Context: an optimization exercise on an open-source flow, tuned for small area, a short achievable clock period and few clock cycles. The choices shown serve that exercise and are no tape-out recipe. Power and IR drop assume default switching activity.

## top_fsm
module top_fsm(
        input clk,
        input rst_n,
        input        ram_in_we,
        input [4 :0] ram_in_addr_wr,
        input [7 :0] ram_in_data_wr,
        input [3 :0] ram_out_addr_rd,
        output [15:0] ram_out_data_rd,
        input opmode_in,
        output reg done_out
);
    reg [7:0] ram_in [0:31];
    reg [15:0] ram_out [0:15];
    integer i;
    always @(posedge clk) begin
        if (ram_in_we)
            ram_in[ram_in_addr_wr] <= ram_in_data_wr;
    end
    always @(posedge clk) begin
        if (opmode_in)
            for (i = 0; i < 16; i = i + 1)
                ram_out[i] <= {ram_in[2*i], ram_in[2*i+1]};
    end
    genvar b, g, q;
    generate
        for (q = 0; q < 4; q = q + 1) begin : g_quad
            wire [3:0] sel_lo, sel_hi;
            dec2to4 u_dec_lo (.a(ram_out_addr_rd[1:0]), .y(sel_lo));
            dec2to4 u_dec_hi (.a(ram_out_addr_rd[3:2]), .y(sel_hi));
            for (b = 4*q; b < 4*q + 4; b = b + 1) begin : g_bit
                wire [3:0] grp;
                for (g = 0; g < 4; g = g + 1) begin : g_grp
                    sel4 u_lo (.s(sel_lo),
                               .d({ram_out[4*g+3][b], ram_out[4*g+2][b],
                                   ram_out[4*g+1][b], ram_out[4*g][b]}),
                               .y(grp[g]));
                end
                sel4 u_hi (.s(sel_hi), .d(grp), .y(ram_out_data_rd[b]));
            end
        end
    endgenerate
    always @(posedge clk or negedge rst_n) begin
        if (!rst_n)
            done_out <= 1'b0;
        else if (opmode_in)
            done_out <= 1'b1;
    end
endmodule
Size in the first run: about 840 cells after synthesis, about 510 flip-flops, about 17000 µm² of cells after synthesis.
==> module top_fsm, before the edit <==
module top_fsm(
        input clk,
        input rst_n,
        input        ram_in_we,
        input [4 :0] ram_in_addr_wr,
        input [7 :0] ram_in_data_wr,
        input [3 :0] ram_out_addr_rd,
        output [15:0] ram_out_data_rd,
        input opmode_in,
        output reg done_out
);
    reg [7:0] ram_in [0:31];
    reg [15:0] ram_out [0:15];
    integer i;
    always @(posedge clk) begin
        if (ram_in_we)
            ram_in[ram_in_addr_wr] <= ram_in_data_wr;
    end
    always @(posedge clk) begin
        if (opmode_in)
            for (i = 0; i < 16; i = i + 1)
                ram_out[i] <= {ram_in[2*i], ram_in[2*i+1]};
    end
    genvar b, g, q;
    generate
        for (q = 0; q < 4; q = q + 1) begin : g_quad
            wire [3:0] sel_lo, sel_hi;
            dec2to4 u_dec_lo (.a(ram_out_addr_rd[1:0]), .y(sel_lo));
            dec2to4 u_dec_hi (.a(ram_out_addr_rd[3:2]), .y(sel_hi));
            for (b = 4*q; b < 4*q + 4; b = b + 1) begin : g_bit
                wire [3:0] grp;
                for (g = 0; g < 4; g = g + 1) begin : g_grp
                    sel4 u_lo (.s(sel_lo),
                               .d({ram_out[4*g+3][b], ram_out[4*g+2][b],
                                   ram_out[4*g+1][b], ram_out[4*g][b]}),
                               .y(grp[g]));
                end
                sel4 u_hi (.s(sel_hi), .d(grp), .y(ram_out_data_rd[b]));
            end
        end
    endgenerate
    always @(posedge clk or negedge rst_n) begin
        if (!rst_n)
            done_out <= 1'b0;
        else if (opmode_in)
            done_out <= 1'b1;
    end
endmodule
==> flow/config.mk <==
export PLATFORM = sky130hd
export DESIGN_NAME = top_fsm
export DESIGN_NICKNAME = top_fsm
export VERILOG_FILES = /design/flow/design.v
export SDC_FILE = /design/flow/constraint.sdc
export NUM_CORES = 4
export LEC_CHECK = 0
export CAP_MARGIN = 20
export CORE_MARGIN = 2
export CORE_UTILIZATION = 75
export CTS_CLUSTER_DIAMETER = 80
export CTS_CLUSTER_SIZE = 30
export SETUP_SLACK_MARGIN = 1.5
export SLEW_MARGIN = 20
export SYNTH_HIERARCHICAL = 1
==> flow/constraint.sdc <==
create_clock -name core_clock -period 4.5 [get_ports {clk}]
set_input_delay 0.9000 -clock core_clock [delete_from_list [all_inputs] [get_ports {clk}]]
set_output_delay 0.9000 -clock core_clock [all_outputs]
set_load 0.01 [all_outputs]
run.sh (not shown) runs the stock make flow with config.mk's settings and CLKGATE_MAP_FILE= SYNTH_SCRIPT=/design/flow/synth_recipe.tcl, a recipe that flattens the netlist after the stock synthesis.
Edit:
--- a/flow/design.v
+++ b/flow/design.v
@@ -56,24 +56,22 @@
         if (opmode_in)
             for (i = 0; i < 16; i = i + 1)
                 ram_out[i] <= {ram_in[2*i], ram_in[2*i+1]};
     end
-    genvar b, g, q;
+    wire [3:0] sel_lo, sel_hi;
+    dec2to4 u_dec_lo (.a(ram_out_addr_rd[1:0]), .y(sel_lo));
+    dec2to4 u_dec_hi (.a(ram_out_addr_rd[3:2]), .y(sel_hi));
+    genvar b, g;
     generate
-        for (q = 0; q < 4; q = q + 1) begin : g_quad
-            wire [3:0] sel_lo, sel_hi;
-            dec2to4 u_dec_lo (.a(ram_out_addr_rd[1:0]), .y(sel_lo));
-            dec2to4 u_dec_hi (.a(ram_out_addr_rd[3:2]), .y(sel_hi));
-            for (b = 4*q; b < 4*q + 4; b = b + 1) begin : g_bit
-                wire [3:0] grp;
-                for (g = 0; g < 4; g = g + 1) begin : g_grp
-                    sel4 u_lo (.s(sel_lo),
-                               .d({ram_out[4*g+3][b], ram_out[4*g+2][b],
-                                   ram_out[4*g+1][b], ram_out[4*g][b]}),
-                               .y(grp[g]));
-                end
-                sel4 u_hi (.s(sel_hi), .d(grp), .y(ram_out_data_rd[b]));
+        for (b = 0; b < 16; b = b + 1) begin : g_bit
+            wire [3:0] grp;
+            for (g = 0; g < 4; g = g + 1) begin : g_grp
+                sel4 u_lo (.s(sel_lo),
+                           .d({ram_out[4*g+3][b], ram_out[4*g+2][b],
+                               ram_out[4*g+1][b], ram_out[4*g][b]}),
+                           .y(grp[g]));
             end
+            sel4 u_hi (.s(sel_hi), .d(grp), .y(ram_out_data_rd[b]));
         end
     endgenerate
     always @(posedge clk or negedge rst_n) begin
         if (!rst_n)
Wire length stays flat.
Sequential power hardly moves.
Critical path depth is unchanged.
Sequential share of layout area rises by 1.7 points.
Flip-flop and latch count is unchanged.
Maximum frequency increases by 0.57%.
Synthesized area goes down by 0.91%.
Synthesized cell count shrinks by 2.9%.
No run of this note included a check of the RTL's function; only the layout flow was run.

* * *

The RTL this note starts from:
==> flow/design.v <==
module ram_dp_async_read
#(parameter WIDTH = 8,
  parameter DEPTH = 16,
  parameter DEPTH_LOG = $clog2(DEPTH))
(
 input clk,
 input wr_n,
 input [DEPTH_LOG-1:0] addr_wr,
 input [DEPTH_LOG-1:0] addr_rd,
 input [WIDTH-1:0] data_wr,
 output [WIDTH-1:0] data_rd
);
    reg [WIDTH-1:0] ram [0:DEPTH-1];
    always @(posedge clk) begin
        if(wr_n) begin
            ram[addr_wr] <= data_wr;
        end
    end
    assign data_rd = ram[addr_rd];
endmodule
module dec2to4(
        input  [1:0] a,
        output [3:0] y
);
    assign y[0] = ~a[1] & ~a[0];
    assign y[1] = ~a[1] &  a[0];
    assign y[2] =  a[1] & ~a[0];
    assign y[3] =  a[1] &  a[0];
endmodule
module sel4x16(
        input  [3:0]  s,
        input  [15:0] d0,
        input  [15:0] d1,
        input  [15:0] d2,
        input  [15:0] d3,
        output [15:0] y
);
    assign y = ({16{s[0]}} & d0) | ({16{s[1]}} & d1) |
               ({16{s[2]}} & d2) | ({16{s[3]}} & d3);
endmodule
module top_fsm(
        input clk,
        input rst_n,
        input        ram_in_we,
        input [4 :0] ram_in_addr_wr,
        input [7 :0] ram_in_data_wr,
        input [3 :0] ram_out_addr_rd,
        output [15:0] ram_out_data_rd,
        input opmode_in,
        output reg done_out
);
    reg [7:0] ram_in [0:31];
    reg [15:0] ram_out [0:15];
    integer i;
    always @(posedge clk) begin
        if (ram_in_we)
            ram_in[ram_in_addr_wr] <= ram_in_data_wr;
    end
    always @(posedge clk) begin
        if (opmode_in)
            for (i = 0; i < 16; i = i + 1)
                ram_out[i] <= {ram_in[2*i], ram_in[2*i+1]};
    end
    wire [3:0]  sel_lo, sel_hi;
    wire [15:0] grp0, grp1, grp2, grp3;
    dec2to4 u_dec_lo (.a(ram_out_addr_rd[1:0]), .y(sel_lo));
    dec2to4 u_dec_hi (.a(ram_out_addr_rd[3:2]), .y(sel_hi));
    sel4x16 u_grp0 (.s(sel_lo), .d0(ram_out[0]),  .d1(ram_out[1]),  .d2(ram_out[2]),  .d3(ram_out[3]),  .y(grp0));
    sel4x16 u_grp1 (.s(sel_lo), .d0(ram_out[4]),  .d1(ram_out[5]),  .d2(ram_out[6]),  .d3(ram_out[7]),  .y(grp1));
    sel4x16 u_grp2 (.s(sel_lo), .d0(ram_out[8]),  .d1(ram_out[9]),  .d2(ram_out[10]), .d3(ram_out[11]), .y(grp2));
    sel4x16 u_grp3 (.s(sel_lo), .d0(ram_out[12]), .d1(ram_out[13]), .d2(ram_out[14]), .d3(ram_out[15]), .y(grp3));
    sel4x16 u_word (.s(sel_hi), .d0(grp0), .d1(grp1), .d2(grp2), .d3(grp3), .y(ram_out_data_rd));
    always @(posedge clk or negedge rst_n) begin
        if (!rst_n)
            done_out <= 1'b0;
        else if (opmode_in)
            done_out <= 1'b1;
    end
endmodule
Settings: LEC_CHECK=0, CAP_MARGIN=20, CORE_MARGIN=2, CORE_UTILIZATION=75, CTS_CLUSTER_DIAMETER=80, CTS_CLUSTER_SIZE=30, SETUP_SLACK_MARGIN=1.5, SLEW_MARGIN=20, SYNTH_HIERARCHICAL=1; clock period 4.5 ns.
==> next run, changes <==
==> flow/design.v (replaced) <==
module ram_dp_async_read
#(parameter WIDTH = 8,
  parameter DEPTH = 16,
  parameter DEPTH_LOG = $clog2(DEPTH))
(
 input clk,
 input wr_n,
 input [DEPTH_LOG-1:0] addr_wr,
 input [DEPTH_LOG-1:0] addr_rd,
 input [WIDTH-1:0] data_wr,
 output [WIDTH-1:0] data_rd
);
    reg [WIDTH-1:0] ram [0:DEPTH-1];
    always @(posedge clk) begin
        if(wr_n) begin
            ram[addr_wr] <= data_wr;
        end
    end
    assign data_rd = ram[addr_rd];
endmodule
module dec4to16(
        input  [3:0]  a,
        output [15:0] y
);
    genvar k;
    generate
        for (k = 0; k < 16; k = k + 1) begin : g_dec
            assign y[k] = (a == k);
        end
    endgenerate
endmodule
module andor16(
        input  [15:0] s,
        input  [15:0] d,
        output        y
);
    assign y = |(s & d);
endmodule
module top_fsm(
        input clk,
        input rst_n,
        input        ram_in_we,
        input [4 :0] ram_in_addr_wr,
        input [7 :0] ram_in_data_wr,
        input [3 :0] ram_out_addr_rd,
        output [15:0] ram_out_data_rd,
        input opmode_in,
        output reg done_out
);
    reg [7:0] ram_in [0:31];
    reg [15:0] ram_out [0:15];
    integer i;
    always @(posedge clk) begin
        if (ram_in_we)
            ram_in[ram_in_addr_wr] <= ram_in_data_wr;
    end
    always @(posedge clk) begin
        if (opmode_in)
            for (i = 0; i < 16; i = i + 1)
                ram_out[i] <= {ram_in[2*i], ram_in[2*i+1]};
    end
    wire [15:0] sel;
    dec4to16 u_dec (.a(ram_out_addr_rd), .y(sel));
    genvar b, w;
    generate
        for (b = 0; b < 16; b = b + 1) begin : g_bit
            wire [15:0] col;
            for (w = 0; w < 16; w = w + 1) begin : g_word
                assign col[w] = ram_out[w][b];
            end
            andor16 u_bit (.s(sel), .d(col), .y(ram_out_data_rd[b]));
        end
    endgenerate
    always @(posedge clk or negedge rst_n) begin
        if (!rst_n)
            done_out <= 1'b0;
        else if (opmode_in)
            done_out <= 1'b1;
    end
endmodule
Result: The changed run completed with no timing, DRC or antenna violations. Core utilization increases by 2.1 points. Flip-flop and latch count is unchanged. Sequential power hardly moves. Total power decreases slightly. Global-route usage increases by 1.9 points. Design area increases slightly. Area after synthesis decreases by a few percent. Clock skew decreases by 0.0061 ns.
Function was not checked in any run of this note: the RTL went through the layout flow alone.

static timing again, ports no longer ideal:
The results above use ideal ports. As a check the final layouts listed here were re-extracted and re-timed, cells and wires unchanged. Step 1 assumes that a clkbuf_16 drives the clock port and a buf_2 every other input. Step 2 moves the port delays by t, midway between the first and last clock arrival at a register: inputs arrive t later, outputs are due t later. That takes back most of the time a late clock gives input paths. a / b / c = ideal / step 1 / step 2; a / b = the first two.
run	shift t [ns]	slack for setup (ns)	hold slack, ns
the first run of note 1	0.583	1.192 / 1.021 / 1.021	0.413 / 0.413 / 0.413
the second run of note 1	0.567	1.211 / 1.152 / 1.063	0.399 / 0.399 / 0.399
the first run of note 2	0.574	1.195 / 1.149 / 1.149	0.423 / 0.423 / 0.423
the second run of note 2	0.585	1.114 / 1.069 / 1.069	0.407 / 0.407 / 0.407
After both steps setup and hold are still met in every run listed. For the first run of note 1, which loses most, drivers alone change the setup slack by -0.171 ns; drivers and shift together by -0.171 ns.
